Source: an optimization exercise on an open RTL-to-GDS flow (aim: small area). Production flows keep margins and buffers that such runs may drop. Function was checked by simulation only, so behaviour that the tests miss may differ from the original. Power figures rest on the tool's default switching activity, not on a simulated workload.

==> flow/run.sh <==
#!/bin/bash
# synth_recipe.tcl (not shown) runs the flow's synth.tcl, then flattens the netlist and writes it again
# the make line also repeats each setting of config.mk as NAME=value (left out here)
make -C /OpenROAD-flow-scripts/flow DESIGN_CONFIG=/design/flow/config.mk WORK_HOME=/design/flow/orfs CLKGATE_MAP_FILE= SYNTH_SCRIPT=/design/flow/synth_recipe.tcl finish
==> flow/config.mk <==
export PLATFORM = sky130hd
export DESIGN_NAME = fifo_1r1w
export DESIGN_NICKNAME = fifo_1r1w
export VERILOG_FILES = /design/flow/design.v
export SDC_FILE = /design/flow/constraint.sdc
export NUM_CORES = 4
export LEC_CHECK = 0
export CAP_MARGIN = 20
export CORE_MARGIN = 2
export CORE_UTILIZATION = 40
export SLEW_MARGIN = 20
==> flow/constraint.sdc <==
create_clock -name core_clock -period 5.0 [get_ports {clk_i}]
set_input_delay 1.0000 -clock core_clock [delete_from_list [all_inputs] [get_ports {clk_i}]]
set_output_delay 1.0000 -clock core_clock [all_outputs]
set_load 0.01 [all_outputs]
==> flow/design.v <==
module ram_1r1w_sync
  #(parameter [31:0] width_p = 8
  ,parameter [31:0] depth_p = 512
  /*verilator lint_off UNUSEDPARAM*/
  ,parameter filename_p = "memory_init_file.bin")
  /*verilator lint_on UNUSEDPARAM*/
  (input [0:0] clk_i
  ,input [0:0] reset_i
  ,input [0:0] wr_valid_i
  ,input [width_p-1:0] wr_data_i
  ,input [$clog2(depth_p) - 1 : 0] wr_addr_i
  ,input [0:0] rd_valid_i
  ,input [$clog2(depth_p) - 1 : 0] rd_addr_i
  ,output [width_p-1:0] rd_data_o);
  logic [width_p-1:0] ram [depth_p-1:0];
  logic [width_p-1:0] rd_data_l;
  always_ff @(posedge clk_i) begin
    if (~reset_i && rd_valid_i)
      rd_data_l <= ram[rd_addr_i];
    if (~reset_i && wr_valid_i) 
      ram[wr_addr_i] <= wr_data_i;
  end
  assign rd_data_o = rd_data_l;
endmodule
module fifo_1r1w
  #(parameter [31:0] width_p = 32
   ,parameter [31:0] depth_log2_p = 4
   )
  (input [0:0] clk_i
  ,input [0:0] reset_i
  ,input [width_p-1:0] data_i
  ,input [0:0] ready_i
  ,input [0:0] valid_i
  ,output [0:0] ready_o 
  ,output [0:0] valid_o 
  ,output [width_p-1:0] data_o 
  );
  logic [depth_log2_p:0] wr_ptr, rd_ptr;
  logic wr_en;
  assign wr_en = valid_i & ready_o;
  logic rd_en;
  assign rd_en = valid_o & ready_i;
  logic [0:0] full;
  assign full = (wr_ptr[depth_log2_p] ^ rd_ptr[depth_log2_p]) 
                && (wr_ptr[depth_log2_p-1:0] == rd_ptr[depth_log2_p-1:0]);
  logic [0:0] empty;
  assign empty = ~(wr_ptr[depth_log2_p] ^ rd_ptr[depth_log2_p]) 
                 && (wr_ptr[depth_log2_p-1:0] == rd_ptr[depth_log2_p-1:0]);
  assign ready_o = ~full;
  assign valid_o = ~empty;
  logic [width_p-1:0] rd_data_l;
  logic [depth_log2_p:0] mux;
  assign mux = (rd_en) ? (rd_ptr + 1) : rd_ptr;
  ram_1r1w_sync #(
    .width_p(width_p),
    .depth_p(1<<depth_log2_p),
    .filename_p("")
  ) ram_inst (
    .clk_i(clk_i),
    .reset_i(reset_i),
    .wr_valid_i(wr_en),
    .wr_data_i(data_i),
    .wr_addr_i(wr_ptr[depth_log2_p-1:0]),
    .rd_valid_i(1'b1),
    .rd_addr_i(mux[depth_log2_p-1:0]),
    .rd_data_o(rd_data_l)
  );
  logic [0:0] trail;
  logic [width_p-1:0] data_l;
  logic [0:0] firstwrite;
  always_ff @(posedge clk_i) begin
    if (reset_i) begin
      wr_ptr <= '0;
      rd_ptr <= '0;
      data_l <= '0;
      trail <= '0;
      firstwrite <= '0;
    end
    else begin
      if (wr_en) begin
        wr_ptr <= wr_ptr + 1;
        data_l <= data_i;
      end
      if (rd_en) begin
        rd_ptr <= rd_ptr + 1;
      end
    firstwrite <= (wr_en & empty) | (firstwrite & rd_en);
    trail <= (mux == wr_ptr) & rd_en;
    end
  end
  assign data_o = (firstwrite | trail) ? data_l : rd_data_l;
endmodule
==> impl_metrics.toml, run 1 <==
[yosys]
syn_inst = 1718
synthArstFlopShare_pct = 0
synth_edf_count = 544
ys_warn_count = 2
synth.cell_area_mm2 = 0.0276
synthFlopType = "edfxtp_1"
synth_cell_types = 45
ys_ff_latch = 588
synth.net_count = 1759
ys_seq_area_share_pct = 62.4
synthTopCellsByArea = "edfxtp_1 59%, mux4_2 19%, dfxtp_1 3.2%"
yosys.area.top_type = "edfxtp_1"
yosysTopAreaCellShare_pct = 59.2
syn_avg_cell_area_um2 = 16.1

[floorplan]
ios = 70
die_width_um = 267
start_util_pct = 40.3
rows = 96
die_area_mm2 = 0.0711
core-area_mm2 = 0.0685
fp.dieH_um = 267

[pwr]
ir_drop_v = 0.000277
p_leak_nw = 10.1
powerDensity_mw_per_mm2 = 419

[drt]
drc = 0
ant_nets = 0
wl_per_cell_um = 28.1
wirelength_um = 76100
dr.pass1.iters = 6
vias_per_cell = 6.14
num_vias = 16600
drt_iter0_drc = 1664

[clock_network]
htreeDepth = 2
root_buffer = "clkbuf_16"
cts.sink_count = 588
ctsResizeCount = 0
hold_buffers = 0
insertion_delay_ps = 630
numCtsBuffers = 60
cts_tree = "yes"
clockBufferDepth = 3
postCtsSetupRepairBufs = 0
path_clk_slew_ps = 60

[global_route]
grt_max_degree = 125
grt_pass1_vias = 17200
grt_first_pass_wirelength_um = 113000
grt.total_usage_pct = 21.5
overflow = 0
antenna_found_initial = 1

[cells_and_area]
mostFrequentLayoutCells = "544 x edfxtp_1, 232 x mux4_2, 199 x nand2_1"
fin_cells = 2704
drive_above_1_share_pct = 26.3
final_common_cell = "edfxtp_1"
area_delta_synth_final_pct = 14.1
nNetsFinal = 1811

[timing]
slew_viol_final = 0
min_period_ps = 4240
period_share_pct = 84.9
hold_violations = 0
setup_violations = 0
rsz0062_at_grt = "false"
tns_ps = 0
max_freq_mhz = 236
slew_headroom_pct = 37.1
skew_ps = 17.4
tightest_slew_ps = 941

[worst_hold_path]
min_from = "data_l[25]$_SDFFE_PP0N_"
hold_end = "data_l[25]$_SDFFE_PP0N_"
min_path_cells = 2
hold_class = "flip-flop to flip-flop"

[worst_setup_path]
path_max_fanout = 17
path_delay_family = "simple AND/OR/NAND/NOR gates"
critical_path_class = "flip-flop to output port"
worstRegToRegCells = 7
r2r_setup_slack_ps = 1130
required_ps = 4000
path_cells = "xnor2_1 -> and4_1 -> nand2_1 -> clkdlybuf4s50_1"
crit_arrival_ps = 3240
cpPeakStageDelay_ps = 800
cp-start-kind = "flip-flop"
rr_startpoint = "rd_ptr[3]$_SDFFE_PP0N_"
r2r_end = "ram_inst.rd_data_l[13]$_DFFE_PN_"
cp_num_buf_inv = 1
critical-path-slowest-cell = "and4_1"
worstSetupEndpointType = "output port"

[outcome]
status = "timing/DRC/antenna clean"

[placement]
place_congestion = 0.828
place_hpwl_um = 43600
post-place-cells = 2590
io_buffers = 69

[job]
cap_violations = 0
## through the flow
step	utilization [%]	hold slack, ps	setup slack [ps]	power, mW	instance area [um^2]
global route	46.0	470	631	13.7	31500
detailed placement	43.2	446	862	8.88	29600
CTS	46.0	454	764	13.3	31500
global placement	43.2	439	834	8.85	29500
floorplan	-	434	1050	7.95	27600
finish	46.0	452	757	13.2	31500
## registers in the layout (all words and copies together) (netlist names)
register            count
data_l                 32
firstwrite              1
ram_inst.ram          512
rd_ptr                  5
ram_inst.rd_data_l     32
wr_ptr                  5
trail                   1
## how the worst max path moves through the flow
stage,startpoint,end,slack (ps),depth (start not counted)
floorplan,reset_i[0],ram_inst.ram[15][0]$_DFFE_PP_,1050,4
global route,rd_ptr[3]$_SDFFE_PP0N_,ready_o[0],630,4
CTS,rd_ptr[3]$_SDFFE_PP0N_,ready_o[0],760,4
finish,rd_ptr[3]$_SDFFE_PP0N_,ready_o[0],760,4
global placement,ready_i[0],ram_inst.rd_data_l[3]$_DFFE_PN_,830,8
detailed placement,ready_i[0],ram_inst.rd_data_l[13]$_DFFE_PN_,860,8
## synthesized netlist by cell type, types with 2 or more instances
cell       count
a21boi_0       2
o2bb2ai_1      2
edfxtp_1     544
and2_1         2
a21oi_1      110
o211ai_1       2
mux2i_1       60
nand2b_1       5
xor2_1         7
clkbuf_1      57
ha_1           5
nand3_1       35
o221ai_1      22
nor2_1        96
a22oi_1       21
nand4_1        3
buf_4         10
dfxtp_1       44
a211o_1       22
mux4_2       232
buf_2         55
or4_1         11
a2bb2oi_1      3
or2_2          5
nor3_1        13
buf_1         11
mux2_2        56
xnor2_1        9
inv_1          6
o21ai_0       51
buf_6          2
nand3b_1       2
nand2_1      200
o32a_1         2
## cell families after synthesis
| family | count (synthesis) | synth area share (%) |
|---|---|---|
| flops | 588 | 62.4 |
| simple gates | 378 | 5.75 |
| mux | 348 | 23.4 |
| compound gates | 242 | 5.41 |
| buf+inv | 141 | 2.36 |
| xor+xnor | 16 | 0.508 |
| fa+ha+maj | 5 | 0.227 |
## per-layer routing
layer | vias up | routed length, um | track usage (%)
met5 | - | 0 | 0
met4 | 0 | 2810 | 8.09
met3 | 161 | 4740 | 3.51
met2 | 657 | 37100 | 35.3
met1 | 8778 | 31500 | 29.0
li1 | 7005 | - | -
## power by group
group	total (mW)	internal [mW]	switching, mW
Sequential	5.61	5.53	0.0855
Clock	4.42	2.51	1.91
Combinational	3.16	1.50	1.66
## worst register-to-register path: stages (launching register included)
cell and delay [ps]:
dfxtp_1 630, xnor2_1 260, and4_1 800, a21o_4 600, buf_4 500, mux2i_1 290
nor3_1 70, or4_1 460
## final cells by class
cell class,instances,area [um^2]
antenna,1,2.50
clock buffer,79,1680
clock inverter,34,253
fill,5874,37000
inverter,6,22.5
multi-input combinational,989,9940
sequential,588,17200
tap,882,1100
timing repair buffer,125,1270
==> run 2: changes to the inputs <==
==> flow/design.v (replaced) <==
module ram_1r1w_sync
  #(parameter [31:0] width_p = 8
   ,parameter [31:0] depth_p = 16
   )
  (input [0:0] clk_i
  ,input [0:0] shift_i
  ,input [width_p-1:0] data_i
  ,input [$clog2(depth_p)-1:0] rd_addr_i
  ,output [width_p-1:0] rd_data_o
  );
  logic [width_p-1:0] mem [depth_p-1:0];
  always_ff @(posedge clk_i) begin
    if (shift_i) begin
      mem[0] <= data_i;
      for (int i = 1; i < depth_p; i++)
        mem[i] <= mem[i-1];
    end
  end
  assign rd_data_o = mem[rd_addr_i];
endmodule
module fifo_1r1w
  #(parameter [31:0] width_p = 32
   ,parameter [31:0] depth_log2_p = 4
   )
  (input [0:0] clk_i
  ,input [0:0] reset_i
  ,input [width_p-1:0] data_i
  ,input [0:0] ready_i
  ,input [0:0] valid_i
  ,output [0:0] ready_o
  ,output [0:0] valid_o
  ,output [width_p-1:0] data_o
  );
  localparam int depth_lp = 1 << depth_log2_p;
  logic [depth_log2_p-1:0] ptr;
  logic v, f;
  assign valid_o = v;
  assign ready_o = ~f;
  wire wr_en = valid_i & ~f;
  wire rd_en = v & ready_i;
  always_ff @(posedge clk_i) begin
    if (reset_i) begin
      ptr <= '1;
      v <= 1'b0;
      f <= 1'b0;
    end else if (wr_en & ~rd_en) begin
      ptr <= ptr + 1'b1;
      v <= 1'b1;
      f <= (ptr == depth_log2_p'(depth_lp - 2));
    end else if (rd_en & ~wr_en) begin
      ptr <= ptr - 1'b1;
      v <= (ptr != '0);
      f <= 1'b0;
    end
  end
  ram_1r1w_sync #(.width_p(width_p), .depth_p(depth_lp)) mem
    (.clk_i(clk_i)
    ,.shift_i(wr_en)
    ,.data_i(data_i)
    ,.rd_addr_i(ptr)
    ,.rd_data_o(data_o)
    );
endmodule
==> run 2 against run 1 <==
Effect of this change:
- synthesized cell count shrank 35%
- global-route usage shrank 4.0 points
- count of clock-buffer cells in the layout shrank 18
- total power shrank 18%
- sequential share of layout area grew 14 points
- fmax shrank 12%
- sequential power shrank 4.5%
- highest routed layer unchanged
- register-to-register slack gained 1400 ps
- critical path type unchanged
- area after synthesis shrank 29%
- still clean on timing, DRC and antenna
- combinational power shrank 41%
==> impl_metrics.toml, run 2 <==
[worst_setup_path]
cp-start-kind = "flip-flop"
crit_arrival_ps = 3850
r2r_end = "f$_SDFFE_PP0P_"
cpPeakStageDelay_ps = 670
worstRegToRegCells = 7
path_cells = "inv_1 -> ha_2 -> nor2b_2 -> buf_4 -> a22oi_1 -> a211o_1 -> a31oi_1 -> clkdlybuf4s50_1"
path_max_fanout = 24
critical-path-slowest-cell = "ha_2"
r2r_setup_slack_ps = 2550
rr_startpoint = "ptr[3]$_SDFFE_PP1P_"
worstSetupEndpointType = "output port"
required_ps = 4000
critical_path_class = "flip-flop to output port"

[timing]
holdWs_ps = 446
setup_violations = 0
skew_ps = 21.8
tightest_slew_ps = 1130
period_share_pct = 97.0
min_period_ps = 4850
hold_violations = 0
slew_headroom_pct = 24.6
rsz0062_at_grt = "false"
slew_viol_final = 0
max_freq_mhz = 206

[yosys]
ys_warn_count = 3
syn_avg_cell_area_um2 = 17.4
synthTopCellsByArea = "edfxtp_1 79%, a22oi_1 3.5%, a221oi_1 2.1%"
ys_ff_latch = 518
synthFlopType = "edfxtp_1"
ys_seq_area_share_pct = 79.4
yosysMostFrequentCell = "edfxtp_1"
netlist_top_cells_count = "512 x edfxtp_1, 91 x a22oi_1, 55 x nor2_1"
synthArstFlopShare_pct = 0
synth.cell_area_mm2 = 0.0195
yosysTopAreaCellShare_pct = 78.8
syn_inst = 1119
synth_cell_types = 46
synth.net_count = 1161
yosys.area.top_type = "edfxtp_1"
synth_edf_count = 512

[drt]
wl_per_cell_um = 24.2
maxUsedRoutingLayer = "met4"
m1WireLength_um = 19600
vias_per_cell = 5.90
num_vias = 10900
drt_iter0_drc = 1248
met2_wirelength_um = 20800
drc = 0
wirelength_um = 44700
met3WireLength_um = 3150
ant_nets = 0
dr.pass1.iters = 5

[clock_network]
htreeDepth = 2
postCtsSetupRepairBufs = 0
insertion_delay_ps = 590
path_clk_slew_ps = 60
numCtsBuffers = 52
ctsResizeCount = 0
cts.sink_count = 518
cts_tree = "yes"
clockBufferDepth = 3
root_buffer = "clkbuf_16"
hold_buffers = 0

[pwr]
p_seq_share_pct = 49.4
p_leak_nw = 7.51
ir_drop_v = 0.000215
clkPwrFrac_pct = 33.5
powerDensity_mw_per_mm2 = 481
combPwrFrac_pct = 17.1
p_int_mw = 7.95
switching_share_pct = 26.7
p_sw_mw = 2.89

[cells_and_area]
nNetsFinal = 1237
largest_reg_flops = 512
final_util_pct = 47.1
area_delta_synth_final_pct = 15.7
drive_above_1_share_pct = 9.56
antenna_cells = 0
final_cell_area_mm2 = 0.0226
final_common_cell = "edfxtp_1"
largestRegisters = "mem.mem: 512 flops, ptr: 4 flops"
mostFrequentLayoutCells = "512 x edfxtp_1, 91 x a22oi_1, 69 x clkdlybuf4s50_1"
regMostFlops = "mem.mem"

[floorplan]
die_width_um = 225
start_util_pct = 40.7
ios = 70
core-area_mm2 = 0.0479
die_area_mm2 = 0.0506
rows = 80
fp.dieH_um = 225

[worst_hold_path]
hold_end = "mem.mem[8][23]$_DFFE_PP_"
hold_class = "flip-flop to flip-flop"
min_from = "mem.mem[7][23]$_DFFE_PP_"
min_path_cells = 0

[outcome]
status = "timing/DRC/antenna clean"

[placement]
place_congestion = 0.778
io_buffers = 69
place_hpwl_um = 24200
placed_cell_area_mm2 = 0.0210

[job]
cap_violations = 0

[global_route]
grt_first_pass_wirelength_um = 67300
grt_pass1_vias = 10900
antenna_found_initial = 0
overflow = 0
grt_max_degree = 189
grt.total_usage_pct = 17.5
run 2: cell count changes after synthesis, sizes merged, moves of 38 or more:
cell	delta
dfxtp	-38
a21oi	-68
nand2	-178
nor2	-41
mux2	-56
mux4	-232
a22oi	+70
buf	-48
a221oi	+46
o21ai	-48
run 2: how the worst max path moves through the flow:
stage	to	slack [ps]	start
after floorplan	ptr[2]$_SDFFE_PP1P_	-5220	valid_i[0]
after global placement	data_o[23]	830	ptr[0]$_SDFFE_PP1P_
after detailed placement	data_o[31]	800	ptr[0]$_SDFFE_PP1P_
after CTS	data_o[9]	140	ptr[0]$_SDFFE_PP1P_
after global routing	data_o[29]	7	ptr[0]$_SDFFE_PP1P_
final	data_o[31]	150	ptr[0]$_SDFFE_PP1P_
run 2: logic make-up after synthesis:
kind of cell	Yosys count	share of synthesized area, %
compound gates	356	13.8
mux	23	1.18
xor+xnor	3	0.135
flops	518	79.4
buf+inv	87	1.98
simple gates	126	3.08
fa+ha+maj	6	0.385
run 2: through the flow:
stage                     setup slack (ps)  setup TNS [ps]  cells  power (mW)
after global routing                  7.05               0   1849        11.3
after floorplan                      -5220        -2125050   1119        6.44
after CTS                              138               0   1849        10.9
final                                  152               0   1849        10.8
after global placement                 828               0   1756        7.28
after detailed placement               799               0   1756        7.30
run 2: layout make-up:
class	instances	area [um^2]
clock buffers	61	1360
fillers	3975	25400
multi-input cells	514	3690
clock inverters	32	195
repair buffers	106	1040
inverters	3	11.3
flip-flops and latches	518	15500
well taps	615	769
run 2: power groups by stage:
stage	clock network (mW)	registers, mW	logic, mW
floorplan	0	5.42	1.03
global placement	0	5.44	1.84
detailed placement	0	5.44	1.85
CTS	3.72	5.36	1.86
global route	3.89	5.40	1.97
finish	3.63	5.36	1.85
run 2: critical path: cells and delay by family, from the launching register on:
family          cells  cell delay, ps
buf+inv             3            1090
compound gates      3             760
fa+ha+maj           1             670
flops               1             410
simple gates        1             320
run 2: layer usage:
| metal | up-vias | track usage, % |
|---|---|---|
| li1 | 4802 | - |
| met1 | 5565 | 25.2 |
| met2 | 457 | 26.9 |
| met3 | 91 | 3.58 |
| met4 | 0 | 5.49 |
| met5 | - | 0 |
==> run 3: changes to the inputs <==
==> flow/design.v (replaced) <==
module ram_1r1w_sync
  #(parameter [31:0] depth_p = 16)
  (input [depth_p-1:0] d_i
  ,input [depth_p-1:0] sel_n_i
  ,output d_o
  );
  assign d_o = &(d_i | sel_n_i);
endmodule
module fifo_1r1w
  #(parameter [31:0] width_p = 32
   ,parameter [31:0] depth_log2_p = 4
   )
  (input [0:0] clk_i
  ,input [0:0] reset_i
  ,input [width_p-1:0] data_i
  ,input [0:0] ready_i
  ,input [0:0] valid_i
  ,output [0:0] ready_o
  ,output [0:0] valid_o
  ,output [width_p-1:0] data_o
  );
  localparam int depth_lp = 1 << depth_log2_p;
  logic [depth_log2_p-1:0] ptr;
  logic v, f;
  assign valid_o = v;
  assign ready_o = ~f;
  wire wr_en = valid_i & ~f;
  wire rd_en = v & ready_i;
  always_ff @(posedge clk_i) begin
    if (reset_i) begin
      ptr <= '1;
      v <= 1'b0;
      f <= 1'b0;
    end else if (wr_en & ~rd_en) begin
      ptr <= ptr + 1'b1;
      v <= 1'b1;
      f <= (ptr == depth_log2_p'(depth_lp - 2));
    end else if (rd_en & ~wr_en) begin
      ptr <= ptr - 1'b1;
      v <= (ptr != '0);
      f <= 1'b0;
    end
  end
  logic [width_p-1:0] mem [depth_lp-1:0];
  always_ff @(posedge clk_i) begin
    if (wr_en) begin
      mem[0] <= data_i;
      for (int i = 1; i < depth_lp; i++)
        mem[i] <= mem[i-1];
    end
  end
  logic [depth_lp-1:0] sel_n;
  always_comb
    for (int i = 0; i < depth_lp; i++)
      sel_n[i] = (ptr != depth_log2_p'(i));
  for (genvar b = 0; b < width_p; b++) begin : rd
    logic [depth_lp-1:0] col;
    for (genvar i = 0; i < depth_lp; i++) begin : c
      assign col[i] = mem[i][b];
    end
    ram_1r1w_sync #(.depth_p(depth_lp)) mux
      (.d_i(col), .sel_n_i(sel_n), .d_o(data_o[b]));
  end
endmodule
--- a/flow/config.mk
+++ b/flow/config.mk
@@ -9,3 +9,4 @@
 export CORE_MARGIN = 2
 export CORE_UTILIZATION = 40
 export SLEW_MARGIN = 20
+export SYNTH_HIERARCHICAL = 1
==> run 3 against run 2 <==
Effect of this change:
- still clean on timing, DRC and antenna
- total power down 7.2%
- fmax is 14% higher
- cell count shrank 3.8%
- non-clock buffer count is 7 lower
- register-to-register slack improved by 390 ps
- critical path depth unchanged
- design area is 4.6% lower
- synthesized cell count down 12%
- combinational power fell by 41%
- sequential share of layout area up 3.3 points
- largest cell class unchanged
==> impl_metrics.toml, run 3 <==
[job]
cap_violations = 0

[cells_and_area]
drive_above_1_share_pct = 8.40
fin_cells = 1778
final_util_pct = 47.8
ff_latch_area_mm2 = 0.0155
multiInputGateArea_mm2 = 0.00268
final_cell_area_mm2 = 0.0215
area_delta_synth_final_pct = 18.4
final_common_cell = "edfxtp_1"
regMostFlops = "mem"
mostFrequentLayoutCells = "512 x edfxtp_1, 256 x o22ai_1, 131 x nor2_1"
n_fill_cell = 3774
antenna_cells = 0
nNetsFinal = 1181
largest_reg_flops = 512
largestRegisters = "mem: 512 flops, ptr: 4 flops"

[global_route]
grt_pass1_vias = 10200
antenna_found_initial = 0
grt_first_pass_wirelength_um = 62200
grt_max_degree = 170
overflow = 0
grt.total_usage_pct = 17.5

[clock_network]
insertion_delay_ps = 580
numCtsBuffers = 52
htreeDepth = 2
cts.sink_count = 518
cts_tree = "yes"
root_buffer = "clkbuf_16"
clockBufferDepth = 3
ctsResizeCount = 0
postCtsSetupRepairBufs = 0
hold_buffers = 0
path_clk_slew_ps = 60

[worst_setup_path]
cp-start-kind = "flip-flop"
worstSetupEndpointType = "output port"
required_ps = 4000
critical_path_class = "flip-flop to output port"
path_max_fanout = 16
cpPeakStageDelay_ps = 570
critical-path-slowest-cell = "clkdlybuf4s50_1"
worstRegToRegCells = 3
crit_arrival_ps = 3270
path_cells = "inv_1 -> ha_1 -> nand2_1 -> buf_4 -> o22ai_1 -> nor2_1 -> and4_1 -> clkdlybuf4s50_1"

[yosys]
yosysMostFrequentCell = "edfxtp_1"
synthTopCellsByArea = "edfxtp_1 85%, o22ai_1 8.8%, nor2_1 2.7%"
synth_cell_types = 23
yosys.area.top_type = "edfxtp_1"
synth_edf_count = 512
synthArstFlopShare_pct = 0
ys_ff_latch = 518
ys_warn_count = 8
synthFlopType = "edfxtp_1"
yosysTopAreaCellShare_pct = 84.5
syn_avg_cell_area_um2 = 18.4
synth.cell_area_mm2 = 0.0182
ys_seq_area_share_pct = 85.2
syn_inst = 989
synth.net_count = 1031
netlist_top_cells_count = "512 x edfxtp_1, 256 x o22ai_1, 131 x nor2_1"

[placement]
io_buffers = 69
placed_cell_area_mm2 = 0.0200
place_congestion = 0.773
post-place-cells = 1685
place_hpwl_um = 22800

[timing]
min_period_ps = 4270
slew_headroom_pct = 30.6
max_freq_mhz = 234
rsz0062_at_grt = "false"
slew_viol_final = 0
hold_violations = 0
skew_ps = 13.9
holdWs_ps = 439
tightest_slew_ps = 1040
setup_violations = 0
period_share_pct = 85.3
tns_ps = 0

[pwr]
p_int_mw = 7.70
ir_drop_v = 0.000231
p_leak_nw = 7.03
p_sw_mw = 2.37
combPwrFrac_pct = 10.8
clkPwrFrac_pct = 36.0
p_seq_share_pct = 53.2
switching_share_pct = 23.5
powerDensity_mw_per_mm2 = 467

[drt]
wirelength_um = 41500
dr.pass1.iters = 5
wl_per_cell_um = 23.3
ant_nets = 0
drt_iter0_drc = 1327
drc = 0
vias_per_cell = 5.72
num_vias = 10200

[floorplan]
core-area_mm2 = 0.0451
rows = 78
start_util_pct = 40.3
die_area_mm2 = 0.0472
fp.dieH_um = 217
die_width_um = 217
ios = 70

[outcome]
status = "timing/DRC/antenna clean"

[worst_hold_path]
min_path_cells = 0
hold_class = "flip-flop to flip-flop"
## run 3: cell count changes in the layout (fill, tap and decap cells not counted), sizes merged, moves of 12 or more
cell    delta
a22oi     -91
a222oi    -13
and4      +32
a31oi     -32
a211o     -23
a221oi    -46
a211oi    -30
mux2i     -21
o22ai    +233
a21oi     -41
a22o      -23
nor2      +76
clkinv    -12
## run 3: power groups by stage
| stage | Combinational, mW | Sequential, mW | Clock (mW) |
|---|---|---|---|
| after floorplan | 0.536 | 5.42 | 0 |
| after global placement | 1.09 | 5.42 | 0 |
| after detailed placement | 1.09 | 5.43 | 0 |
| after CTS | 1.09 | 5.35 | 3.72 |
| after global routing | 1.16 | 5.39 | 3.87 |
| final | 1.09 | 5.35 | 3.63 |
## run 3: layout make-up
| type | count | share of cell area [%] |
|---|---|---|
| repair buffers | 99 | 4.83 |
| inverters | 5 | 0.0872 |
| flip-flops and latches | 518 | 72.0 |
| multi-input cells | 463 | 12.4 |
| well taps | 600 | 3.49 |
| clock inverters | 21 | 0.697 |
| clock buffers | 72 | 6.49 |
## run 3: worst max-delay path: cells and delay by family (launching register included)
| kind | cells | cell delay, ps |
|---|---|---|
| buf+inv | 3 | 1080 |
| simple gates | 3 | 770 |
| flops | 1 | 430 |
| fa+ha+maj | 1 | 260 |
| compound gates | 1 | 150 |
## run 3: metrics by stage
stage / power (mW) / setup WS (ps)
after floorplan: 5.95 / -5120
after global placement: 6.51 / 1410
after detailed placement: 6.52 / 1350
after CTS: 10.2 / 715
after global routing: 10.4 / 589
final: 10.1 / 735
## run 3: path summary, 6_finish.rpt
check / from / to / slack, ps
worst max-delay path: ptr[0]$_SDFFE_PP1P_ / data_o[7] / 730
worst min-delay path: mem[1][11]$_DFFE_PP_ / mem[2][11]$_DFFE_PP_ / 440
worst min register to register: mem[1][11]$_DFFE_PP_ / mem[2][11]$_DFFE_PP_ / 440
worst max register to register: f$_SDFFE_PP0P_ / mem[15][9]$_DFFE_PP_ / 2940
## run 3: layer usage
metal / GRT usage [%] / part of all wire, %
met5: 0 / 0
met4: 5.96 / 2.7
met3: 3.31 / 7.4
met2: 25.4 / 44
met1: 26.6 / 46
## run 3: logic make-up (layout without fill, tap and decap cells)
kind of cell	count (synthesis)	after routing	synth area share (%)
buffers and inverters	8	197	0.172
XOR/XNOR	2	2	0.0963
AO/OA/AOI/OAI	261	261	9.03
adder cells (fa/ha/maj)	6	6	0.413
AND/OR/NAND/NOR	192	192	4.99
multiplexers	2	2	0.110
flip-flops	518	518	85.2
==> run 4: changes to the inputs <==
==> flow/design.v (replaced) <==
module ram_1r1w_sync
  #(parameter [31:0] depth_p = 16)
  (input [depth_p-1:0] d_i
  ,input [depth_p-1:0] sel_n_i
  ,input odd_i
  ,output d_o
  );
  localparam int pairs_lp = depth_p / 2;
  logic [pairs_lp-1:0] y;
  for (genvar p = 0; p < pairs_lp; p++) begin : pr
    localparam int k = 4 * (p / 2) + (p % 2);
    rd_pair u (.a_i(d_i[k]), .sa_n_i(sel_n_i[k]), .b_i(d_i[k+2]), .sb_n_i(sel_n_i[k+2]), .y_o(y[p]));
  end
  logic [pairs_lp/2-1:0] ye, yo;
  for (genvar p = 0; p < pairs_lp / 2; p++) begin : sp
    assign ye[p] = y[2*p];
    assign yo[p] = y[2*p+1];
  end
  rd_fin uf (.ye_i(ye), .yo_i(yo), .odd_i(odd_i), .d_o(d_o));
endmodule
module ring_bit
  (input din_i
  ,input we_i
  ,input we_n_i
  ,input prev_i
  ,output d_o
  );
  assign d_o = ~((din_i | we_n_i) & (prev_i | we_i));
endmodule
module rd_pair
  (input a_i
  ,input sa_n_i
  ,input b_i
  ,input sb_n_i
  ,output y_o
  );
  assign y_o = ~((a_i | sa_n_i) & (b_i | sb_n_i));
endmodule
module rd_fin
  (input [3:0] ye_i
  ,input [3:0] yo_i
  ,input odd_i
  ,output d_o
  );
  assign d_o = ~|ye_i & ~(~|yo_i & odd_i);
endmodule
module fifo_1r1w
  #(parameter [31:0] width_p = 32
   ,parameter [31:0] depth_log2_p = 4
   )
  (input [0:0] clk_i
  ,input [0:0] reset_i
  ,input [width_p-1:0] data_i
  ,input [0:0] ready_i
  ,input [0:0] valid_i
  ,output [0:0] ready_o
  ,output [0:0] valid_o
  ,output [width_p-1:0] data_o
  );
  localparam int depth_lp = 1 << depth_log2_p;
  logic [depth_log2_p-1:0] wp, rp;
  logic v, f;
  assign valid_o = v;
  assign ready_o = ~f;
  wire wr_en = valid_i & ~f;
  wire rd_en = v & ready_i;
  always_ff @(posedge clk_i) begin
    if (reset_i) begin
      wp <= depth_log2_p'(1);
      rp <= '0;
      v <= 1'b0;
      f <= 1'b0;
    end else begin
      wp <= wp + {{(depth_log2_p-1){1'b0}}, 1'b1} + {{(depth_log2_p-1){1'b0}}, wr_en};
      rp <= rp + {{(depth_log2_p-1){1'b0}}, 1'b1} + {{(depth_log2_p-1){1'b0}}, rd_en};
      if (wr_en & ~rd_en) begin
        v <= 1'b1;
        f <= (wp == rp);
      end else if (rd_en & ~wr_en) begin
        v <= (wp != rp + depth_log2_p'(2));
        f <= 1'b0;
      end
    end
  end
  logic [depth_lp-1:0] we, we_n;
  always_comb
    for (int j = 0; j < depth_lp; j++) begin
      we[j] = wr_en & (wp == depth_log2_p'(j));
      we_n[j] = ~we[j];
    end
  logic [depth_lp-1:0] rs_n;
  always_comb
    for (int j = 0; j < depth_lp; j++)
      rs_n[j] = (rp != depth_log2_p'(j));
  wire [width_p-1:0] data_n = ~data_i;
  logic [width_p-1:0] mem [depth_lp-1:0];
  logic [width_p-1:0] mem_d [depth_lp-1:0];
  for (genvar j = 0; j < depth_lp; j++) begin : slot
    wire [width_p-1:0] din = (j % 2 == 0) ? data_n : data_i;
    for (genvar b = 0; b < width_p; b++) begin : b_
      ring_bit rb
        (.din_i(din[b]), .we_i(we[j]), .we_n_i(we_n[j])
        ,.prev_i(mem[(j + depth_lp - 1) % depth_lp][b])
        ,.d_o(mem_d[j][b]));
    end
  end
  always_ff @(posedge clk_i)
    for (int j = 0; j < depth_lp; j++)
      mem[j] <= mem_d[j];
  for (genvar b = 0; b < width_p; b++) begin : rd
    logic [depth_lp-1:0] col;
    for (genvar j = 0; j < depth_lp; j++) begin : c
      assign col[j] = mem[j][b];
    end
    ram_1r1w_sync #(.depth_p(depth_lp)) mux
      (.d_i(col), .sel_n_i(rs_n), .odd_i(rp[0]), .d_o(data_o[b]));
  end
endmodule
==> run 4 against run 3 <==
Effect of this change:
- wire length increased by 72%
- combinational power grew to 2.6 times the previous value
- hold slack got worse by 14 ps
==> impl_metrics.toml, run 4 <==
[worst_setup_path]
cp-start-kind = "flip-flop"
required_ps = 4000
critPathCapture = "data_o[8]"
r2r_end = "mem[4][24]$_DFF_P_"
crit_start = "rp[0]$_SDFF_PP0_"
path_max_fanout = 21
rr_startpoint = "wp[2]$_SDFF_PP0_"
critical_path_class = "flip-flop to output port"
worstRegToRegCells = 4
worstSetupEndpointType = "output port"
crit_arrival_ps = 3830
r2r_setup_slack_ps = 2170

[drt]
ant_nets = 0
num_vias = 16400
wl_per_cell_um = 31.3
drc = 0
dr.pass1.iters = 6
drt_iter0_drc = 2196
vias_per_cell = 7.18
wirelength_um = 71500

[cells_and_area]
largestRegisters = "mem: 512 flops, rp: 4 flops, wp: 4 flops"
antenna_cells = 0
n_fill_cell = 3715
mostFrequentLayoutCells = "768 x o22ai_1, 521 x dfxtp_1, 69 x clkdlybuf4s50_1"
nNetsFinal = 1750
final_common_cell = "o22ai_1"
drive_above_1_share_pct = 11.1
largest_reg_flops = 512
regMostFlops = "mem"
area_delta_synth_final_pct = 23.0

[timing]
slew_headroom_pct = 22.5
slew_viol_final = 0
rsz0062_at_grt = "false"
setup_violations = 0
tns_ps = 0
tightest_slew_ps = 1160
min_period_ps = 4830
max_freq_mhz = 207
period_share_pct = 96.6
hold_violations = 0
skew_ps = 21.4

[clock_network]
clockBufferDepth = 3
path_clk_slew_ps = 70
insertion_delay_ps = 610
hold_buffers = 0
root_buffer = "clkbuf_16"
numCtsBuffers = 52
htreeDepth = 2
cts.sink_count = 522
cts_tree = "yes"

[yosys]
synth_top_family_by_area = "compound AO/OA/AOI/OAI gates"
ys_ff_latch = 522
synth_edf_count = 0
ys_seq_area_share_pct = 62.7
synth_compound_area_share_pct = 29.9
syn_inst = 1538
yosysMostFrequentCell = "o22ai_1"
synthTopCellsByArea = "dfxtp_1 63%, o22ai_1 29%, or4_1 1.4%"
synth-simple-area-share_pct = 5.17
yosysTopAreaCellShare_pct = 62.7
yosys.area.top_type = "dfxtp_1"
synth-xor-area-share_pct = 0.638
synth_fa_ha_area_share_pct = 0.450
synthFlopType = "dfxtp_1"
netlist_top_cells_count = "768 x o22ai_1, 522 x dfxtp_1, 38 x inv_1"
syn_avg_cell_area_um2 = 10.8
synth.net_count = 1580
ys_warn_count = 10
synth_cell_types = 31
synth_mux_area_share_pct = 0
synth.cell_area_mm2 = 0.0167
synthArstFlopShare_pct = 0

[global_route]
grt_first_pass_wirelength_um = 103000
grt_max_degree = 33
antenna_found_initial = 1
grt-busiest-layer = "met2"
grtUsageMet1_pct = 40.8
grt.total_usage_pct = 31.7
grt_pass1_vias = 16300
grt.met3_usage_pct = 7.62
overflow = 0
use_met2_pct = 48.1

[placement]
place_congestion = 0.880
place_hpwl_um = 38700
io_buffers = 69

[floorplan]
core-area_mm2 = 0.0410
die_area_mm2 = 0.0433
start_util_pct = 40.7
ios = 70
rows = 74
die_width_um = 208
fp.dieH_um = 208

[pwr]
ir_drop_v = 0.000306
p_leak_nw = 7.71
powerDensity_mw_per_mm2 = 716
power.total_mw = 14.7

[job]
cap_violations = 0

[outcome]
status = "timing/DRC/antenna clean"

[worst_hold_path]
min_from = "mem[4][14]$_DFF_P_"
hold_class = "flip-flop to flip-flop"
run 4: cell types whose count changed in the layout (fill, tap and decap cells not counted), sizes merged, moves of 7 or more:
cell,previous run,this run
nor2,131,22
nand2,16,24
or4,1,32
inv,6,39
o22ai,256,768
nor4,0,32
edfxtp,512,0
nor3,0,7
bufinv,2,9
dfxtp,6,522
buf,30,57
nand3,5,12
and4,32,0
a21oi,1,32
run 4: worst min path at each step:
stage	to	slack (ps)	cells past startpoint
final	mem[5][14]$_DFF_P_	420	1
after CTS	mem[5][14]$_DFF_P_	420	1
after floorplan	mem[10][0]$_DFF_P_	410	1
after global routing	mem[9][2]$_DFF_P_	440	1
after global placement	mem[9][2]$_DFF_P_	410	1
after detailed placement	mem[2][22]$_DFF_P_	420	1
run 4: per-stage QoR:
stage	hold WS (ps)	instance area (um^2)	setup WS [ps]	utilization (%)	instances
floorplan	412	16700	1400	-	1538
global placement	413	18600	861	45.4	2185
detailed placement	423	18600	839	45.4	2185
CTS	417	20500	119	49.9	2280
global route	436	20500	78.5	50.0	2281
finish	424	20500	169	50.0	2281
run 4: where the power goes:
group / internal, mW / switching [mW]
registers: 6.39 / 1.28
clock network: 2.50 / 1.69
logic: 1.38 / 1.44
run 4: layer usage:
layer / share of wire (%) / vias up
li1: - / 6777
met1: 38 / 7921
met2: 43 / 1320
met3: 13 / 358
met4: 6.4 / 0
met5: 0 / -
run 4: per-module statistics from Yosys (local to each module, per instance), a selection:
| module | cell area (um^2) | copies in the design | cells | flip-flops and latches |
|---|---|---|---|---|
| fifo_1r1w | 11300 | 1 | 674 | 522 |
| rd_fin | 18.8 | 32 | 3 | 0 |
| rd_pair | 6.26 | 256 | 1 | 0 |
| ring_bit | 6.26 | 512 | 1 | 0 |
run 4: logic make-up (layout without fill, tap and decap cells):
family                     Yosys count  after routing
and+or+nand+nor                    150            150
buffers and inverters               48            259
AOI/OAI and AO/OA                  802            802
adders and majority gates            6              6
DFF                                522            522
xor gates and xnor gates            10             10
run 4: layout make-up:
type / count / area (um^2) / area share (%)
Tap cell: 532 / 666 / 3.25
Multi-Input combinational cell: 968 / 6260 / 30.5
Inverter: 38 / 143 / 0.696
Clock buffer: 68 / 1440 / 7.03
Timing Repair Buffer: 126 / 1160 / 5.64
Sequential cell: 522 / 10500 / 51.0
Clock inverter: 27 / 384 / 1.87
run 4: what timing repair did:
item                       4_1_cts  5_1_grt
resized for setup                0        1
setup endpoints to repair        0        1
setup buffers                    0        0
run 4: worst max-delay path, stage by stage (launching register included):
cell	delay [ps]
dfxtp_2	580
inv_1	130
nor2_1	420
nand2_2	600
buf_4	400
o22ai_1	200
nor4_1	70
a21oi_1	240
clkdlybuf4s50_1	590
==> run 5: changes to the inputs <==
--- a/flow/config.mk
+++ b/flow/config.mk
@@ -8,5 +8,7 @@
 export CAP_MARGIN = 20
 export CORE_MARGIN = 2
 export CORE_UTILIZATION = 40
+export CTS_CLUSTER_DIAMETER = 100
+export CTS_CLUSTER_SIZE = 30
 export SLEW_MARGIN = 20
 export SYNTH_HIERARCHICAL = 1
==> run 5 against run 4 <==
Effect of this change:
- still clean on timing, DRC and antenna
- register-to-register slack barely moved
- utilization fell by 3.1 points
- combinational power barely moved
- area after synthesis did not move
- cell count fell by 3.2%
- die area did not move
- sequential share of layout area rose by 3.4 points
- global-route usage fell by 0.68 points
- critical path type unchanged
- largest power group unchanged
- highest routed layer is now met5
==> impl_metrics.toml, run 5 <==
[drt]
drc = 0
dr.pass1.iters = 7
wl_per_cell_um = 31.8
num_vias = 16200
maxUsedRoutingLayer = "met5"
met3WireLength_um = 8660
wirelength_um = 70300
met2_wirelength_um = 30700
m1WireLength_um = 26800
drt_iter0_drc = 2235
vias_per_cell = 7.35
ant_nets = 0

[pwr]
combPwrFrac_pct = 22.5
p_leak_nw = 7.08
switching_share_pct = 32.0
p_seq_share_pct = 61.0
power.total_mw = 12.5
p_sw_mw = 4.00
clkPwrFrac_pct = 16.5
powerDensity_mw_per_mm2 = 652
p_int_mw = 8.53
ir_drop_v = 0.000346

[timing]
tns_ps = 0
setup_violations = 0
max_freq_mhz = 207
hold_violations = 0
period_share_pct = 96.8
rsz0062_at_grt = "false"
skew_ps = 24.3
slew_viol_final = 0
tightest_slew_ps = 1170
min_period_ps = 4840
slew_headroom_pct = 22.0

[global_route]
grt.total_usage_pct = 31.0
overflow = 0
antenna_found_initial = 1
grt_first_pass_wirelength_um = 102000
grt_max_degree = 33
grt_pass1_vias = 15800

[worst_setup_path]
critical_path_class = "flip-flop to output port"
worstSetupEndpointType = "output port"
required_ps = 4000
crit_arrival_ps = 3840
cp-start-kind = "flip-flop"
path_max_fanout = 16

[cells_and_area]
n_fill_cell = 3820
area_delta_synth_final_pct = 15.3
largest_reg_flops = 512
drive_above_1_share_pct = 7.76
mostFrequentLayoutCells = "768 x o22ai_1, 521 x dfxtp_1, 69 x clkdlybuf4s50_1"
regMostFlops = "mem"
nNetsFinal = 1719
final_common_cell = "o22ai_1"
largestRegisters = "mem: 512 flops, rp: 4 flops, wp: 4 flops"

[yosys]
synthArstFlopShare_pct = 0
synth_edf_count = 0
yosysTopAreaCellShare_pct = 62.7
synthFlopType = "dfxtp_1"
syn_avg_cell_area_um2 = 10.8
synth-xor-area-share_pct = 0.638
yosysMostFrequentCell = "o22ai_1"
synth_top_family_by_area = "compound AO/OA/AOI/OAI gates"
ys_ff_latch = 522
synth_mux_area_share_pct = 0
ys_warn_count = 10
synth.net_count = 1580
synth.cell_area_mm2 = 0.0167
synth_compound_area_share_pct = 29.9
synth_cell_types = 31
synth_fa_ha_area_share_pct = 0.450
yosys.area.top_type = "dfxtp_1"
netlist_top_cells_count = "768 x o22ai_1, 522 x dfxtp_1, 38 x inv_1"
synth-simple-area-share_pct = 5.17
synthTopCellsByArea = "dfxtp_1 63%, o22ai_1 29%, or4_1 1.4%"
syn_inst = 1538
ys_seq_area_share_pct = 62.7

[worst_hold_path]
hold_class = "flip-flop to flip-flop"

[floorplan]
fp.dieH_um = 208
die_width_um = 208
ios = 70
core-area_mm2 = 0.0410
start_util_pct = 40.7
rows = 74
die_area_mm2 = 0.0433

[clock_network]
path_clk_slew_ps = 120
insertion_delay_ps = 580
cts.sink_count = 522
htreeDepth = 1
root_buffer = "clkbuf_16"
cts_tree = "yes"
postCtsSetupRepairBufs = 0
clockBufferDepth = 3
numCtsBuffers = 21

[outcome]
status = "timing/DRC/antenna clean"

[placement]
io_buffers = 69
place_congestion = 0.880
place_hpwl_um = 38700

[job]
cap_violations = 0
[run 5: cell families (layout without fill, tap and decap cells)]
kind of cell             after synthesis  count (layout)
AND/OR/NAND/NOR                      150             150
XOR/XNOR                              10              10
AO/OA/AOI/OAI                        802             802
buffers and inverters                 48             186
adder cells (fa/ha/maj)                6               6
flip-flops                           522             522
other                                  0               1
[run 5: final timing paths]
| path | end | start | cells after the start | slack [ps] |
|---|---|---|---|---|
| worst min-delay path | mem[10][23]$_DFF_P_ | mem[9][23]$_DFF_P_ | 1 | 430 |
| worst min register to register | mem[10][23]$_DFF_P_ | mem[9][23]$_DFF_P_ | 1 | 430 |
| worst max register to register | mem[5][31]$_DFF_P_ | wp[2]$_SDFF_PP0_ | 4 | 2170 |
| worst max-delay path | data_o[14] | rp[0]$_SDFF_PP0_ | 8 | 160 |
[run 5: worst max-delay path: stages, from the launching register on]
cell and delay (ps):
dfxtp_2 600, inv_1 130, nor2_1 440, nand2_2 510, buf_4 370, o22ai_1 200, nor4_1 80, a21oi_1 320
clkdlybuf4s50_1 610
[run 5: area by class of cell]
class / instances / area, um^2 / share of cell area [%]
diodes: 1 / 2.50 / 0.0130
repair buffers: 126 / 1160 / 6.01
clock inverters: 1 / 20.0 / 0.104
inverters: 38 / 143 / 0.742
clock buffers: 21 / 526 / 2.73
multi-input cells: 968 / 6260 / 32.6
flip-flops and latches: 522 / 10500 / 54.4
well taps: 532 / 666 / 3.46
[run 5: repair_timing]
| action | in CTS | in global routing |
|---|---|---|
| endpoints found under the setup margin | 0 | 1 |
| resized for setup | 0 | 1 |
| hold buffers | 0 | 0 |
[run 5: per-layer routing]
layer	vias to the layer above	track usage, %
met5	-	0
met4	2	16.8
met3	323	6.70
met2	1344	48.1
met1	7894	40.5
li1	6679	-
[run 5: per-module statistics from Yosys, one instance, submodules excluded, excerpt]
module | times used | flops+latches | cells inside
ring_bit | 512 | 0 | 1
fifo_1r1w | 1 | 522 | 674
rd_fin | 32 | 0 | 3
rd_pair | 256 | 0 | 1
[run 5: through the flow]
step / cell area (um^2) / cells / worst slack (ps) / hold WS (ps) / utilization, %
3_3_place_gp: 18600 / 2185 / 861 / 413 / 45.4
5_1_grt: 19200 / 2208 / 64.8 / 443 / 46.9
2_1_floorplan: 16700 / 1538 / 1400 / 412 / -
6_report: 19200 / 2209 / 159 / 432 / 46.9
4_1_cts: 19200 / 2207 / 178 / 427 / 46.8
3_5_place_dp: 18600 / 2185 / 839 / 423 / 45.4
[run 5: power groups by stage]
stage                     Sequential (mW)  Clock [mW]  Combinational (mW)
after floorplan                      7.29           0                1.75
after global placement               7.67           0                2.65
after detailed placement             7.67           0                2.74
after CTS                            7.60        2.08                2.75
after global routing                 7.86        2.22                3.03
final                                7.65        2.07                2.82
==> run 6: changes to the inputs <==
--- a/flow/design.v
+++ b/flow/design.v
@@ -85,7 +85,7 @@
   logic [depth_lp-1:0] we, we_n;
   always_comb
     for (int j = 0; j < depth_lp; j++) begin
-      we[j] = wr_en & (wp == depth_log2_p'(j));
+      we[j] = ~f & (wp == depth_log2_p'(j));
       we_n[j] = ~we[j];
     end
   logic [depth_lp-1:0] rs_n;
--- a/flow/config.mk
+++ b/flow/config.mk
@@ -7,8 +7,9 @@
 export LEC_CHECK = 0
 export CAP_MARGIN = 20
 export CORE_MARGIN = 2
-export CORE_UTILIZATION = 40
+export CORE_UTILIZATION = 70
 export CTS_CLUSTER_DIAMETER = 100
 export CTS_CLUSTER_SIZE = 30
+export PLACE_DENSITY = 0.8
 export SLEW_MARGIN = 20
 export SYNTH_HIERARCHICAL = 1
==> run 6 against run 5 <==
Effect of this change:
- design area is 2.1% lower
- critical path depth stayed put
- hold slack worse by 8.8 ps
- flip-flop and latch count stayed put
- highest routed layer is now met4
==> impl_metrics.toml, run 6 <==
[timing]
hold_violations = 0
tns_ps = 0
min_period_ps = 4930
max_freq_mhz = 203
period_share_pct = 98.5
rsz0062_at_grt = "false"
slew_headroom_pct = 14.5
setup_violations = 0
slew_viol_final = 0
fin_ws_ps = 74.4
skew_ps = 21.7
tightest_slew_ps = 1280

[yosys]
yosys.area.top_type = "dfxtp_1"
syn_avg_cell_area_um2 = 10.8
netlist_top_cells_count = "768 x o22ai_1, 522 x dfxtp_1, 52 x inv_1"
synth.net_count = 1575
synth_cell_types = 27
yosysMostFrequentCell = "o22ai_1"
synth_edf_count = 0
synth.cell_area_mm2 = 0.0166
syn_inst = 1533
synthFlopType = "dfxtp_1"
ys_seq_area_share_pct = 62.9
synthTopCellsByArea = "dfxtp_1 63%, o22ai_1 29%, or4_1 1.4%"
synthArstFlopShare_pct = 0
ys_warn_count = 10
yosysTopAreaCellShare_pct = 62.9
ys_ff_latch = 522

[cells_and_area]
largestRegisters = "mem: 512 flops, rp: 4 flops, wp: 4 flops"
drive_above_1_share_pct = 6.62
area_delta_synth_final_pct = 13.2
final_cell_area_mm2 = 0.0188
antenna_cells = 0
nNetsFinal = 1720
fin_cells = 1996
largest_reg_flops = 512
regMostFlops = "mem"
mostFrequentLayoutCells = "768 x o22ai_1, 521 x dfxtp_1, 69 x clkdlybuf4s50_1"
final_common_cell = "o22ai_1"

[placement]
place_ws_ps = 929
placed_cell_area_mm2 = 0.0183
post-place-cells = 1973
place_hpwl_um = 34800
io_buffers = 69
place_congestion = 0.949

[pwr]
power.total_mw = 12.7
powerDensity_mw_per_mm2 = 673
p_leak_nw = 7.11
ir_drop_v = 0.000450

[clock_network]
ctsResizeCount = 0
cts.sink_count = 522
postCtsSetupRepairBufs = 0
insertion_delay_ps = 560
root_buffer = "clkbuf_16"
hold_buffers = 0
numCtsBuffers = 21
htreeDepth = 1
cts_tree = "yes"
clockBufferDepth = 3
path_clk_slew_ps = 110

[floorplan]
core-area_mm2 = 0.0234
rows = 56
fp.dieH_um = 158
ios = 70
die_width_um = 158
die_area_mm2 = 0.0250
start_util_pct = 71.0

[worst_setup_path]
critical_path_class = "flip-flop to output port"
crit_start = "rp[0]$_SDFF_PP0_"
r2r_end = "mem[9][18]$_DFF_P_"
worstSetupEndpointType = "output port"
r2r_setup_slack_ps = 1730
path_max_fanout = 23
required_ps = 4000
worstRegToRegCells = 6
cp-start-kind = "flip-flop"
critical-path-slowest-cell = "clkdlybuf4s50_1"
rr_startpoint = "wp[3]$_SDFF_PP0_"
crit_arrival_ps = 3930
cpPeakStageDelay_ps = 620
path_cells = "buf_4 -> nor2_1 -> nand2_1 -> buf_12 -> o22ai_1 -> or4_1 -> a21oi_1 -> clkdlybuf4s50_1"

[drt]
dr.pass1.iters = 9
drt_iter0_drc = 3096
drc = 0
ant_nets = 0
vias_per_cell = 8.43
wirelength_um = 65300
num_vias = 16800
wl_per_cell_um = 32.7

[global_route]
grt.total_usage_pct = 51.3
grt_first_pass_wirelength_um = 95500
grt_pass1_vias = 16500
grt_max_degree = 34
overflow = 0
antenna_found_initial = 0

[worst_hold_path]
min_from = "mem[11][4]$_DFF_P_"
hold_end = "mem[12][4]$_DFF_P_"
hold_class = "flip-flop to flip-flop"
min_path_cells = 1

[job]
cap_violations = 0

[outcome]
status = "timing/DRC/antenna clean"
-- run 6: worst max-delay path by stage --
stage / end / slack, ps / cells past startpoint
after CTS: data_o[7] / 320 / 8
final: data_o[6] / 70 / 8
after global routing: data_o[23] / 90 / 7
after floorplan: mem[5][0]$_DFF_P_ / 1230 / 4
after detailed placement: data_o[7] / 930 / 8
after global placement: data_o[6] / 970 / 8
-- run 6: cells by family (layout without fill, tap and decap cells) --
logic type / count (synthesis) / count (layout) / synth area share [%]
compound gates: 802 / 802 / 30.0
simple gates: 133 / 133 / 4.73
xor+xnor: 10 / 10 / 0.572
flops: 522 / 522 / 62.9
buf+inv: 60 / 204 / 1.42
fa+ha+maj: 6 / 6 / 0.452
-- run 6: layout make-up --
type	count	area [um^2]
flip-flops and latches	522	10500
multi-input cells	951	6040
fillers	1582	4580
repair buffers	130	1200
clock buffers	21	526
well taps	319	399
inverters	52	195
clock inverters	1	20.0
-- run 6: where the power goes --
group	internal, mW	switching [mW]
registers	6.37	1.29
clock network	0.773	1.25
logic	1.42	1.58
total	8.56	4.11
-- run 6: per-module statistics from Yosys, one instance, submodules excluded, excerpt --
module	cells	copies in the design	area (um^2)	flops+latches
rd_pair	1	256	6.26	0
fifo_1r1w	669	1	11200	522
ring_bit	1	512	6.26	0
rd_fin	3	32	18.8	0
-- run 6: metal layers --
metal | track usage, % | up-vias | wire [um]
met5 | 0 | - | 0
met2 | 72.3 | 1865 | 26200
li1 | - | 6649 | -
met1 | 66.2 | 7728 | 21600
met4 | 33.6 | 0 | 5710
met3 | 18.8 | 590 | 11800
-- run 6: worst max-delay path, delay by kind of cell, from the launching register on --
kind / cells / cell delay [ps]
AND/OR/NAND/NOR: 3 / 1200
buffers and inverters: 3 / 1270
AO/OA/AOI/OAI: 2 / 480
flip-flops: 1 / 400
-- run 6: through the flow --
stage	util [%]	hold WS, ps
finish	80.4	423
CTS	80.4	426
global placement	78.0	415
detailed placement	78.0	423
global route	80.4	423
floorplan	-	412
==> run 7: changes to the inputs <==
--- a/flow/design.v
+++ b/flow/design.v
@@ -20,12 +20,11 @@
 endmodule
 module ring_bit
   (input din_i
-  ,input we_i
   ,input we_n_i
   ,input prev_i
   ,output d_o
   );
-  assign d_o = ~((din_i | we_n_i) & (prev_i | we_i));
+  assign d_o = ~((din_i | we_n_i) & prev_i);
 endmodule
 module rd_pair
   (input a_i
@@ -82,24 +81,30 @@
       end
     end
   end
-  logic [depth_lp-1:0] we, we_n;
+  wire at_wp = ~f | rd_en;
+  wire at_wp1 = ~f & ((wp != rp) | rd_en);
+  logic [depth_lp-1:0] we_n;
   always_comb
-    for (int j = 0; j < depth_lp; j++) begin
-      we[j] = ~f & (wp == depth_log2_p'(j));
-      we_n[j] = ~we[j];
-    end
+    for (int j = 0; j < depth_lp; j++)
+      we_n[j] = ~((at_wp & (wp == depth_log2_p'(j)))
+                | (at_wp1 & (wp == depth_log2_p'(j + depth_lp - 1)))
+                | (reset_i & (j == 0)));
+  wire hs = wr_en & ~reset_i;
+  wire hs_e = hs & ~wp[0];
+  wire hs_o = hs & wp[0];
+  wire [width_p-1:0] din_e = ~data_i & {width_p{hs_e}};
+  wire [width_p-1:0] din_o = data_i & {width_p{hs_o}};
   logic [depth_lp-1:0] rs_n;
   always_comb
     for (int j = 0; j < depth_lp; j++)
       rs_n[j] = (rp != depth_log2_p'(j));
-  wire [width_p-1:0] data_n = ~data_i;
   logic [width_p-1:0] mem [depth_lp-1:0];
   logic [width_p-1:0] mem_d [depth_lp-1:0];
   for (genvar j = 0; j < depth_lp; j++) begin : slot
-    wire [width_p-1:0] din = (j % 2 == 0) ? data_n : data_i;
+    wire [width_p-1:0] din = (j % 2 == 0) ? din_e : din_o;
     for (genvar b = 0; b < width_p; b++) begin : b_
       ring_bit rb
-        (.din_i(din[b]), .we_i(we[j]), .we_n_i(we_n[j])
+        (.din_i(din[b]), .we_n_i(we_n[j])
         ,.prev_i(mem[(j + depth_lp - 1) % depth_lp][b])
         ,.d_o(mem_d[j][b]));
     end
==> run 7 against run 6 <==
Effect of this change:
- area after synthesis is 1.9% lower
- first-iteration DRC count is 33% lower
- critical endpoint is now data_o[20]
- sequential power down 2%
- still clean
- critical path depth decreased by 1
- die area down 1.9%
- non-clock buffer count shrank 21
- largest cell class unchanged
==> impl_metrics.toml, run 7 <==
[pwr]
ir_drop_v = 0.000455
powerDensity_mw_per_mm2 = 664
p_leak_nw = 6.99
power.total_mw = 12.2

[worst_setup_path]
cp-start-kind = "flip-flop"
required_ps = 4000
r2r_setup_slack_ps = 1790
path_max_fanout = 17
r2r_end = "mem[1][17]$_DFF_P_"
rr_startpoint = "wp[1]$_SDFF_PP0_"
worstSetupEndpointType = "output port"
critical_path_class = "flip-flop to output port"
worstRegToRegCells = 5
crit_arrival_ps = 3890

[drt]
drc = 0
ant_nets = 0
vias_per_cell = 7.33
wirelength_um = 54100
drt_iter0_drc = 2082
wl_per_cell_um = 27.2
dr.pass1.iters = 10
num_vias = 14600

[global_route]
grt.total_usage_pct = 43.5
grt_pass1_vias = 14300
antenna_found_initial = 0
grt_first_pass_wirelength_um = 80700
overflow = 0
grt_max_degree = 33

[clock_network]
postCtsSetupRepairBufs = 0
cts_tree = "yes"
ctsResizeCount = 0
hold_buffers = 0
htreeDepth = 1
root_buffer = "clkbuf_16"
insertion_delay_ps = 550
path_clk_slew_ps = 110
numCtsBuffers = 21
clockBufferDepth = 3
cts.sink_count = 522

[cells_and_area]
final_common_cell = "dfxtp_1"
nNetsFinal = 1722
largest_reg_flops = 512
ff_latch_area_mm2 = 0.0105
multiInputGateArea_mm2 = 0.00589
mostFrequentLayoutCells = "521 x dfxtp_1, 512 x o21ai_1, 256 x o22ai_1"
area_delta_synth_final_pct = 12.2
n_fill_cell = 1524
antenna_cells = 0
drive_above_1_share_pct = 6.19
largestRegisters = "mem: 512 flops, rp: 4 flops, wp: 4 flops"
fin_cells = 1992
regMostFlops = "mem"

[outcome]
status = "timing/DRC/antenna clean"

[worst_hold_path]
min_path_cells = 1
hold_class = "flip-flop to flip-flop"
hold_end = "mem[11][4]$_DFF_P_"
min_from = "mem[10][4]$_DFF_P_"

[timing]
tightest_slew_ps = 1230
setup_violations = 0
rsz0062_at_grt = "false"
holdWs_ps = 404
min_period_ps = 4890
skew_ps = 19.9
max_freq_mhz = 205
tns_ps = 0
slew_headroom_pct = 17.5
hold_violations = 0
period_share_pct = 97.8
slew_viol_final = 0

[yosys]
synth.net_count = 1604
syn_avg_cell_area_um2 = 10.4
synth_edf_count = 0
netlist_top_cells_count = "522 x dfxtp_1, 512 x o21ai_1, 256 x o22ai_1"
syn_inst = 1562
synthTopCellsByArea = "dfxtp_1 64%, o21ai_1 16%, o22ai_1 9.8%"
yosys.area.top_type = "dfxtp_1"
yosysTopAreaCellShare_pct = 64.1
synth_cell_types = 42
ys_seq_area_share_pct = 64.1
synthFlopType = "dfxtp_1"
synthArstFlopShare_pct = 0
yosysMostFrequentCell = "dfxtp_1"
synth.cell_area_mm2 = 0.0163
ys_ff_latch = 522
ys_warn_count = 10

[floorplan]
core-area_mm2 = 0.0228
die_width_um = 157
die_area_mm2 = 0.0245
ios = 70
start_util_pct = 71.6
fp.dieH_um = 157
rows = 55

[placement]
io_buffers = 69
post-place-cells = 1970
place_congestion = 0.886
place_hpwl_um = 30400

[job]
cap_violations = 0
-- run 7: cell count changes after synthesis, moves of 5 or more --
| cell | previous run | this run |
|---|---|---|
| clkbuf_1 | 1 | 7 |
| inv_1 | 52 | 6 |
| o21ai_1 | 0 | 512 |
| buf_2 | 6 | 0 |
| nor2_1 | 12 | 42 |
| nor3_1 | 6 | 1 |
| o22ai_1 | 768 | 256 |
| and2_1 | 0 | 33 |
-- run 7: through the flow --
stage | utilization [%] | cell area (um^2) | setup slack (ps)
final | 80.3 | 18300 | 110
after global routing | 80.3 | 18300 | 183
after floorplan | - | 16300 | 1240
after detailed placement | 77.9 | 17800 | 886
after CTS | 80.3 | 18300 | 280
after global placement | 77.9 | 17800 | 956
-- run 7: logic make-up after synthesis --
logic type	count (synthesis)	synth area share [%]
fa+ha+maj	6	0.460
simple gates	188	6.63
compound gates	815	27.3
flops	522	64.1
buf+inv	21	0.829
xor+xnor	10	0.675
-- run 7: worst max-delay path by stage --
stage,startpoint,to,slack (ps),cells past startpoint
global route,rp[1]$_SDFF_PP0_,data_o[20],180,7
global placement,rp[1]$_SDFF_PP0_,data_o[7],960,7
detailed placement,rp[1]$_SDFF_PP0_,data_o[20],890,7
floorplan,rp[0]$_SDFF_PP0_,mem[10][0]$_DFF_P_,1240,6
finish,rp[1]$_SDFF_PP0_,data_o[20],110,7
CTS,rp[1]$_SDFF_PP0_,data_o[20],280,7
-- run 7: cell type report --
class	instances	area share [%]
Sequential cell	522	57.1
Multi-Input combinational cell	1019	32.2
Timing Repair Buffer	109	5.42
Clock buffer	21	2.87
Tap cell	313	2.14
Inverter	7	0.144
Clock inverter	1	0.109
-- run 7: Yosys stat by module, one instance, submodules excluded, excerpt --
module     times used  flops+latches
fifo_1r1w           1            522
rd_fin             32              0
rd_pair           256              0
ring_bit          512              0
-- run 7: routing by layer --
| metal | track usage, % | routed length (um) |
|---|---|---|
| met2 | 66.9 | 23600 |
| met3 | 9.00 | 7860 |
| met1 | 58.4 | 19300 |
| met4 | 22.1 | 3380 |
| met5 | 0 | 0 |
-- run 7: worst max-delay path, stage by stage (launching register included) --
cell and delay, ps:
dfxtp_1 610, nor2_1 210, nand2_2 480, buf_4 400, o22ai_1 150, or4_1 570
a21oi_1 290, clkdlybuf4s50_1 600
-- run 7: where the power goes --
| group | switching (mW) | internal [mW] | total (mW) | leakage (nW) |
|---|---|---|---|---|
| clock network | 1.23 | 0.774 | 2.00 | 0.269 |
| registers | 1.17 | 6.31 | 7.49 | 4.40 |
| logic | 1.45 | 1.21 | 2.66 | 2.32 |
